What follows belongs to an exercise in optimizing a design on an open flow for small area, a short achievable clock period and few clock cycles; a production flow would make more cautious choices. Power figures rest on the tool's default switching activity, not on a simulated workload.

==> run A <==
// rv_core
module rv_core (
    input         clk,
    input         rst,
    output [31:0] imem_addr,
    input  [31:0] imem_rdata,
    output [31:0] dmem_addr,
    output [31:0] dmem_wdata,
    output        dmem_we,
    input  [31:0] dmem_rdata
);
==> module rv_core, before the edit <==
module rv_core (
    input         clk,
    input         rst,
    output [31:0] imem_addr,
    input  [31:0] imem_rdata,
    output [31:0] dmem_addr,
    output [31:0] dmem_wdata,
    output        dmem_we,
    input  [31:0] dmem_rdata
);
integer k;
genvar  i;
reg  [31:2] pcF;
reg  [31:0] aX, bX, sdX;
reg         cinX;
reg         selSumX, selSltX, selOrX, selAndX, selSdX;
reg         brX, bneX, predX, jalrX, ldX, stX, wenX;
reg  [4:0]  rdX;
reg  [31:0] aluM, sdM;
reg         stM, wenM, ldM;
reg  [4:0]  rdM;
wire [31:0] resM = ldM ? dmem_rdata : aluM;
wire [31:0] rfq [0:31];
assign rfq[0] = 32'd0;
generate
    for (i = 1; i < 32; i = i + 1) begin : g_rf
        reg [31:0] q;
        always @(posedge clk)
            if (wenM && rdM == i)
                q <= resM;
        assign rfq[i] = q;
    end
endgenerate
wire [31:0] ir  = imem_rdata;
wire [6:0]  op  = ir[6:0];
wire [2:0]  f3  = ir[14:12];
wire [4:0]  rs1 = ir[19:15];
wire [4:0]  rs2 = ir[24:20];
wire [4:0]  rd  = ir[11:7];
wire isJal   = op[6] & op[3];
wire isJalr  = op[6] & ~op[3] & op[2];
wire isBr    = op[6] & ~op[2];
wire isAlu   = ~op[6] & op[4];
wire isLoad  = ~op[6] & ~op[4] & ~op[5];
wire isStore = ~op[6] & ~op[4] & op[5];
wire usesRs1 = ~isJal;
wire usesRs2 = op[5] & ~op[2];
wire writes  = ~op[5] | op[4] | op[2];
wire wenF    = writes & (rd != 5'd0);
wire [31:0] immI = {{20{ir[31]}}, ir[31:20]};
wire [31:0] immS = {{20{ir[31]}}, ir[31:25], ir[11:7]};
wire [31:2] immB = {{20{ir[31]}}, ir[7], ir[30:25], ir[11:9]};
wire [31:2] immJ = {{12{ir[31]}}, ir[19:12], ir[20], ir[30:22]};
wire [31:0] dec1 = 32'd1 << rs1;
wire [31:0] dec2 = 32'd1 << rs2;
reg  [31:0] rfA, rfB;
always @* begin
    rfA = 32'd0;
    rfB = 32'd0;
    for (k = 1; k < 32; k = k + 1) begin
        rfA = rfA | (rfq[k] & {32{dec1[k]}});
        rfB = rfB | (rfq[k] & {32{dec2[k]}});
    end
end
wire [31:0] aluOut;
wire bAX = wenX & (rdX == rs1);
wire bAM = wenM & (rdM == rs1);
wire bBX = wenX & (rdX == rs2);
wire bBM = wenM & (rdM == rs2);
wire [31:0] valA = bAX ? aluOut : bAM ? resM : rfA;
wire [31:0] valB = bBX ? aluOut : bBM ? resM : rfB;
wire stall = ldX & ((bAX & usesRs1) | (bBX & usesRs2));
wire x1busy = (wenX & (rdX == 5'd1)) | (wenM & (rdM == 5'd1));
wire isRet  = isJalr & (rs1 == 5'd1) & (ir[31:20] == 12'd0) & ~x1busy;
wire predF  = isJal | (isBr & ir[31]) | isRet;
wire [31:2] pcInc = pcF + 30'd1;
wire [31:2] tgtF  = pcF + (isJal ? immJ : immB);
wire redirX;
wire goX = ~stall & ~redirX;
wire invB    = isAlu & ~f3[2] & (f3[1] | (op[5] & ir[30]));
wire useImm  = ~op[6] & ~(op[5] & op[4]) | isJalr;
wire [31:0] immIS = isStore ? immS : immI;
wire [31:0] bSel  = useImm ? immIS : valB;
wire [31:0] sum = aX + bX + {31'd0, cinX};
wire lt = (aX[31] == bX[31]) ? aX[31] : sum[31];
assign aluOut = ({32{selSumX}} & sum)
              | {31'd0, selSltX & lt}
              | ({32{selOrX}}  & (aX | bX))
              | ({32{selAndX}} & (aX & bX))
              | ({32{selSdX}}  & sdX);
wire eq    = (aX == bX);
wire taken = eq ^ bneX;
assign redirX = (brX & (taken ^ predX)) | jalrX;
wire [31:2] tgtX = brX ? sdX[31:2] : sum[31:2];
always @(posedge clk) begin
    if (rst)
        pcF <= 30'd0;
    else if (redirX)
        pcF <= tgtX;
    else if (stall)
        pcF <= pcF;
    else if (predF)
        pcF <= isRet ? rfq[1][31:2] : tgtF;
    else
        pcF <= pcInc;
    aX      <= valA;
    bX      <= bSel ^ {32{invB}};
    cinX    <= invB;
    sdX     <= isStore ? valB : (isBr & ~predF) ? {tgtF, 2'b00} : {pcInc, 2'b00};
    selSumX <= ~op[6] & ~op[4] | isAlu & ~f3[2] & ~f3[1];
    selSltX <= isAlu & ~f3[2] & f3[1];
    selOrX  <= isAlu & f3[2] & ~f3[0];
    selAndX <= isAlu & f3[2] & f3[0];
    selSdX  <= op[6];
    bneX    <= f3[0];
    predX   <= predF;
    rdX     <= rd;
    if (rst) begin
        brX <= 1'b0; jalrX <= 1'b0; ldX <= 1'b0; stX <= 1'b0; wenX <= 1'b0;
    end else begin
        brX   <= goX & isBr;
        jalrX <= goX & isJalr & ~isRet;
        ldX   <= goX & isLoad & wenF;
        stX   <= goX & isStore;
        wenX  <= goX & wenF;
    end
    aluM <= aluOut;
    sdM  <= sdX;
    rdM  <= rdX;
    ldM  <= ldX;
    if (rst) begin
        stM <= 1'b0; wenM <= 1'b0;
    end else begin
        stM  <= stX;
        wenM <= wenX;
    end
end
assign imem_addr  = {pcF, 2'b00};
assign dmem_addr  = aluM;
assign dmem_wdata = sdM;
assign dmem_we    = stM;
endmodule
clock: 8.0 ns
lec_check: 0
cap_margin: 20
core_margin: 2
core_utilization: 40
setup_slack_margin: 3.5
slew_margin: 20
run.sh (not shown) runs the stock make flow with config.mk's settings and CLKGATE_MAP_FILE= SYNTH_SCRIPT=/design/flow/synth_recipe.tcl, a recipe that flattens the netlist after the stock synthesis.
==> run B: changes against run A <==
--- a/flow/config.mk
+++ b/flow/config.mk
@@ -10,3 +10,3 @@
 export CORE_UTILIZATION = 40
-export SETUP_SLACK_MARGIN = 3.5
+export SETUP_SLACK_MARGIN = 5
 export SLEW_MARGIN = 20
==> run F: changes against run A <==
==> flow/design.v (replaced) <==
module rv_core (
    input         clk,
    input         rst,
    output [31:0] imem_addr,
    input  [31:0] imem_rdata,
    output [31:0] dmem_addr,
    output [31:0] dmem_wdata,
    output        dmem_we,
    input  [31:0] dmem_rdata
);
integer k;
genvar  i;
reg  [31:2] pcF;
reg  [31:0] irD;
reg  [31:2] pcD;
reg         validD;
reg  [31:0] aE, bE, sdE;
reg         cinE;
reg         selSumE, selSltE, selOrE, selAndE, selSdE;
reg         brE, bneE, predE, jalrE, ldE, stE, wenE;
reg  [4:0]  rdE;
reg  [31:0] aluM, sdM;
reg         stM, wenM, ldM;
reg  [4:0]  rdM;
wire [31:0] resM = ldM ? dmem_rdata : aluM;
wire [31:0] rfq [0:31];
assign rfq[0] = 32'd0;
generate
    for (i = 1; i < 32; i = i + 1) begin : g_rf
        reg [31:0] q;
        always @(posedge clk)
            if (wenM && rdM == i)
                q <= resM;
        assign rfq[i] = q;
    end
endgenerate
wire [6:0] op  = irD[6:0];
wire [2:0] f3  = irD[14:12];
wire [4:0] rs1 = irD[19:15];
wire [4:0] rs2 = irD[24:20];
wire [4:0] rd  = irD[11:7];
wire isJal   = op[6] & op[3];
wire isJalr  = op[6] & ~op[3] & op[2];
wire isBr    = op[6] & ~op[2];
wire isAlu   = ~op[6] & op[4];
wire isLoad  = ~op[6] & ~op[4] & ~op[5];
wire isStore = ~op[6] & ~op[4] & op[5];
wire usesRs1 = ~isJal;
wire usesRs2 = op[5] & ~op[2];
wire writes  = ~op[5] | op[4] | op[2];
wire wenD    = writes & (rd != 5'd0);
wire [31:0] immI = {{20{irD[31]}}, irD[31:20]};
wire [31:0] immS = {{20{irD[31]}}, irD[31:25], irD[11:7]};
wire [31:0] immB = {{20{irD[31]}}, irD[7], irD[30:25], irD[11:8], 1'b0};
wire [31:0] immJ = {{12{irD[31]}}, irD[19:12], irD[20], irD[30:21], 1'b0};
wire [31:0] dec1 = 32'd1 << rs1;
wire [31:0] dec2 = 32'd1 << rs2;
reg  [31:0] rfA, rfB;
always @* begin
    rfA = 32'd0;
    rfB = 32'd0;
    for (k = 1; k < 32; k = k + 1) begin
        rfA = rfA | (rfq[k] & {32{dec1[k]}});
        rfB = rfB | (rfq[k] & {32{dec2[k]}});
    end
end
wire [31:0] aluOut;
wire bAE = wenE & (rdE == rs1);
wire bAM = wenM & (rdM == rs1);
wire bBE = wenE & (rdE == rs2);
wire bBM = wenM & (rdM == rs2);
wire [31:0] valA = bAE ? aluOut : bAM ? resM : rfA;
wire [31:0] valB = bBE ? aluOut : bBM ? resM : rfB;
wire stall = validD & ldE & ((bAE & usesRs1) | (bBE & usesRs2));
wire x1busy = (wenE & (rdE == 5'd1)) | (wenM & (rdM == 5'd1));
wire predD  = isJal | (isBr & irD[31]) | (isJalr & (rs1 == 5'd1) & ~x1busy);
wire [31:0] tbase = isJalr ? rfq[1] : {pcD, 2'b00};
wire [31:0] timm  = isJal ? immJ : isBr ? immB : immI;
wire [31:0] tgtD  = tbase + timm;
wire redirE;
wire redirD = validD & predD & ~stall;
wire goE    = validD & ~stall & ~redirE;
wire invB    = isAlu & ~f3[2] & (f3[1] | (op[5] & irD[30]));
wire useImm  = ~op[6] & ~(op[5] & op[4]) | isJalr;
wire [31:0] immIS = isStore ? immS : immI;
wire [31:0] bSel  = useImm ? immIS : valB;
wire [31:0] sum = aE + bE + {31'd0, cinE};
wire lt = (aE[31] == bE[31]) ? aE[31] : sum[31];
assign aluOut = ({32{selSumE}} & sum)
              | {31'd0, selSltE & lt}
              | ({32{selOrE}}  & (aE | bE))
              | ({32{selAndE}} & (aE & bE))
              | ({32{selSdE}}  & sdE);
wire eq    = (aE == bE);
wire taken = eq ^ bneE;
assign redirE = (brE & (taken ^ predE)) | jalrE;
wire [31:2] tgtE = brE ? sdE[31:2] : sum[31:2];
always @(posedge clk) begin
    if (rst)
        pcF <= 30'd0;
    else if (redirE)
        pcF <= tgtE;
    else if (stall)
        pcF <= pcF;
    else if (redirD)
        pcF <= tgtD[31:2];
    else
        pcF <= pcF + 30'd1;
    if (!stall) begin
        irD <= imem_rdata;
        pcD <= pcF;
    end
    validD <= ~rst & ~redirE & (stall | ~redirD);
    aE      <= valA;
    bE      <= bSel ^ {32{invB}};
    cinE    <= invB;
    sdE     <= isStore ? valB : (isBr & ~predD) ? tgtD : {pcF, 2'b00};
    selSumE <= ~op[6] & ~op[4] | isAlu & ~f3[2] & ~f3[1];
    selSltE <= isAlu & ~f3[2] & f3[1];
    selOrE  <= isAlu & f3[2] & ~f3[0];
    selAndE <= isAlu & f3[2] & f3[0];
    selSdE  <= op[6];
    bneE    <= f3[0];
    predE   <= predD;
    rdE     <= rd;
    if (rst) begin
        brE <= 1'b0; jalrE <= 1'b0; ldE <= 1'b0; stE <= 1'b0; wenE <= 1'b0;
    end else begin
        brE   <= goE & isBr;
        jalrE <= goE & isJalr & ~predD;
        ldE   <= goE & isLoad & wenD;
        stE   <= goE & isStore;
        wenE  <= goE & wenD;
    end
    aluM <= aluOut;
    sdM  <= sdE;
    rdM  <= rdE;
    ldM  <= ldE;
    if (rst) begin
        stM <= 1'b0; wenM <= 1'b0;
    end else begin
        stM  <= stE;
        wenM <= wenE;
    end
end
assign imem_addr  = {pcF, 2'b00};
assign dmem_addr  = aluM;
assign dmem_wdata = sdM;
assign dmem_we    = stM;
endmodule
--- a/flow/config.mk
+++ b/flow/config.mk
@@ -10,3 +10,2 @@
 export CORE_UTILIZATION = 40
-export SETUP_SLACK_MARGIN = 3.5
 export SLEW_MARGIN = 20
==> summary.txt <==
Floorplan
  • Std-Cell Rows: 137

Route
  • Met3 wire len: 53800 um
  • Routed length per instance: 43.3 um
  • Vias per cell: 7.41

Cells and area
  • Fillers: 12500
  • Multi-input gate share of the layout cell area: 31.9%
  • Signal buf overhead: 6.50%

Min path
  • Hold path start: sdX[13]

Global route
  • Vias in the first global route: 47800

Synthesis
  • Post-synthesis sequential area ratio: 60.4%

Setup path
  • RR Endpoint: pcF[26]

Timing
  • WHS: 370 ps

Outcome
  • Outcome: complete, no violations
Source of the figures above: run A

==> summary.txt <==
Floorplan
  • Std-Cell Rows: 139

Outcome
  • Outcome: complete, no violations

Setup path
  • Worst Setup End Kind: flip-flop
  • RR Endpoint: pcF[25]
  • Critical Path Fanout Max: 31

Route
  • Met3 wire len: 48900 um
  • Routed length per instance: 41.5 um
  • Vias per cell: 7.28

Power and ir drop
  • Reg power frac: 46.2%

Synthesis
  • Post-synthesis sequential area ratio: 61.9%
  • Cells after Synth: 4770

Cells and area
  • Fillers: 12800
  • Inverters: 113
  • Multi-input gate count: 3046
  • Multi-input gate share of the layout cell area: 31.3%
Source of the figures above: run F

==> summary.txt <==
Outcome
  • Outcome: complete, no violations

Timing
  • WHS: 377 ps

Setup path
  • Top cell family by delay on the critical path: compound AO/OA/AOI/OAI gates
  • RR Endpoint: pcF[26]

Synthesis
  • Post-synthesis sequential area ratio: 60.4%

Min path
  • Hold path start: sdX[1]

Cells and area
  • Nets: 5820
  • Fillers: 11000
  • Multi-input gate share of the layout cell area: 33.1%

Route
  • Vias per cell: 7.63
  • Final wirelength: 364000 um

Floorplan
  • Std-Cell Rows: 137

Clock tree
  • Setup Buffers After CTS: 516

Global route
  • Vias in the first global route: 51500
Source of the figures above: run B

Function was not checked in any run of this note: the RTL went through the layout flow alone.

-- port drivers added, routing unchanged --
Ports are ideal in the flow. The routed layouts listed here were re-timed in OpenROAD. Step 1 assumes that a clkbuf_16 drives the clock port and a buf_2 every other input. Step 2, shift: input delay + t, output delay - t, t = (earliest + latest rising clock arrival at the registers) / 2. This alone moves slack from input paths to output paths. Three values: ideal, step 1, step 2; two values: the first two.
run | t (ns) | slack for setup (ns) | hold slack, ns | worst data-port slew with drivers (ns) | pins driven straight from the clock port
run A | 0.839 | 3.282 / 3.322 / 2.483 | 0.370 / 0.370 / 0.370 | 0.10 | 1
run B | 0.875 | 3.842 / 3.876 / 3.000 | 0.377 / 0.377 / 0.377 | 0.18 | 1
run F | 0.869 | 2.262 / 2.262 / 2.262 | 0.378 / 0.378 / 0.378 | 0.08 | 1
After both steps every run listed still meets setup and hold. For run B, which loses most, drivers alone change the setup slack by +0.034 ns; drivers and shift together by -0.842 ns.
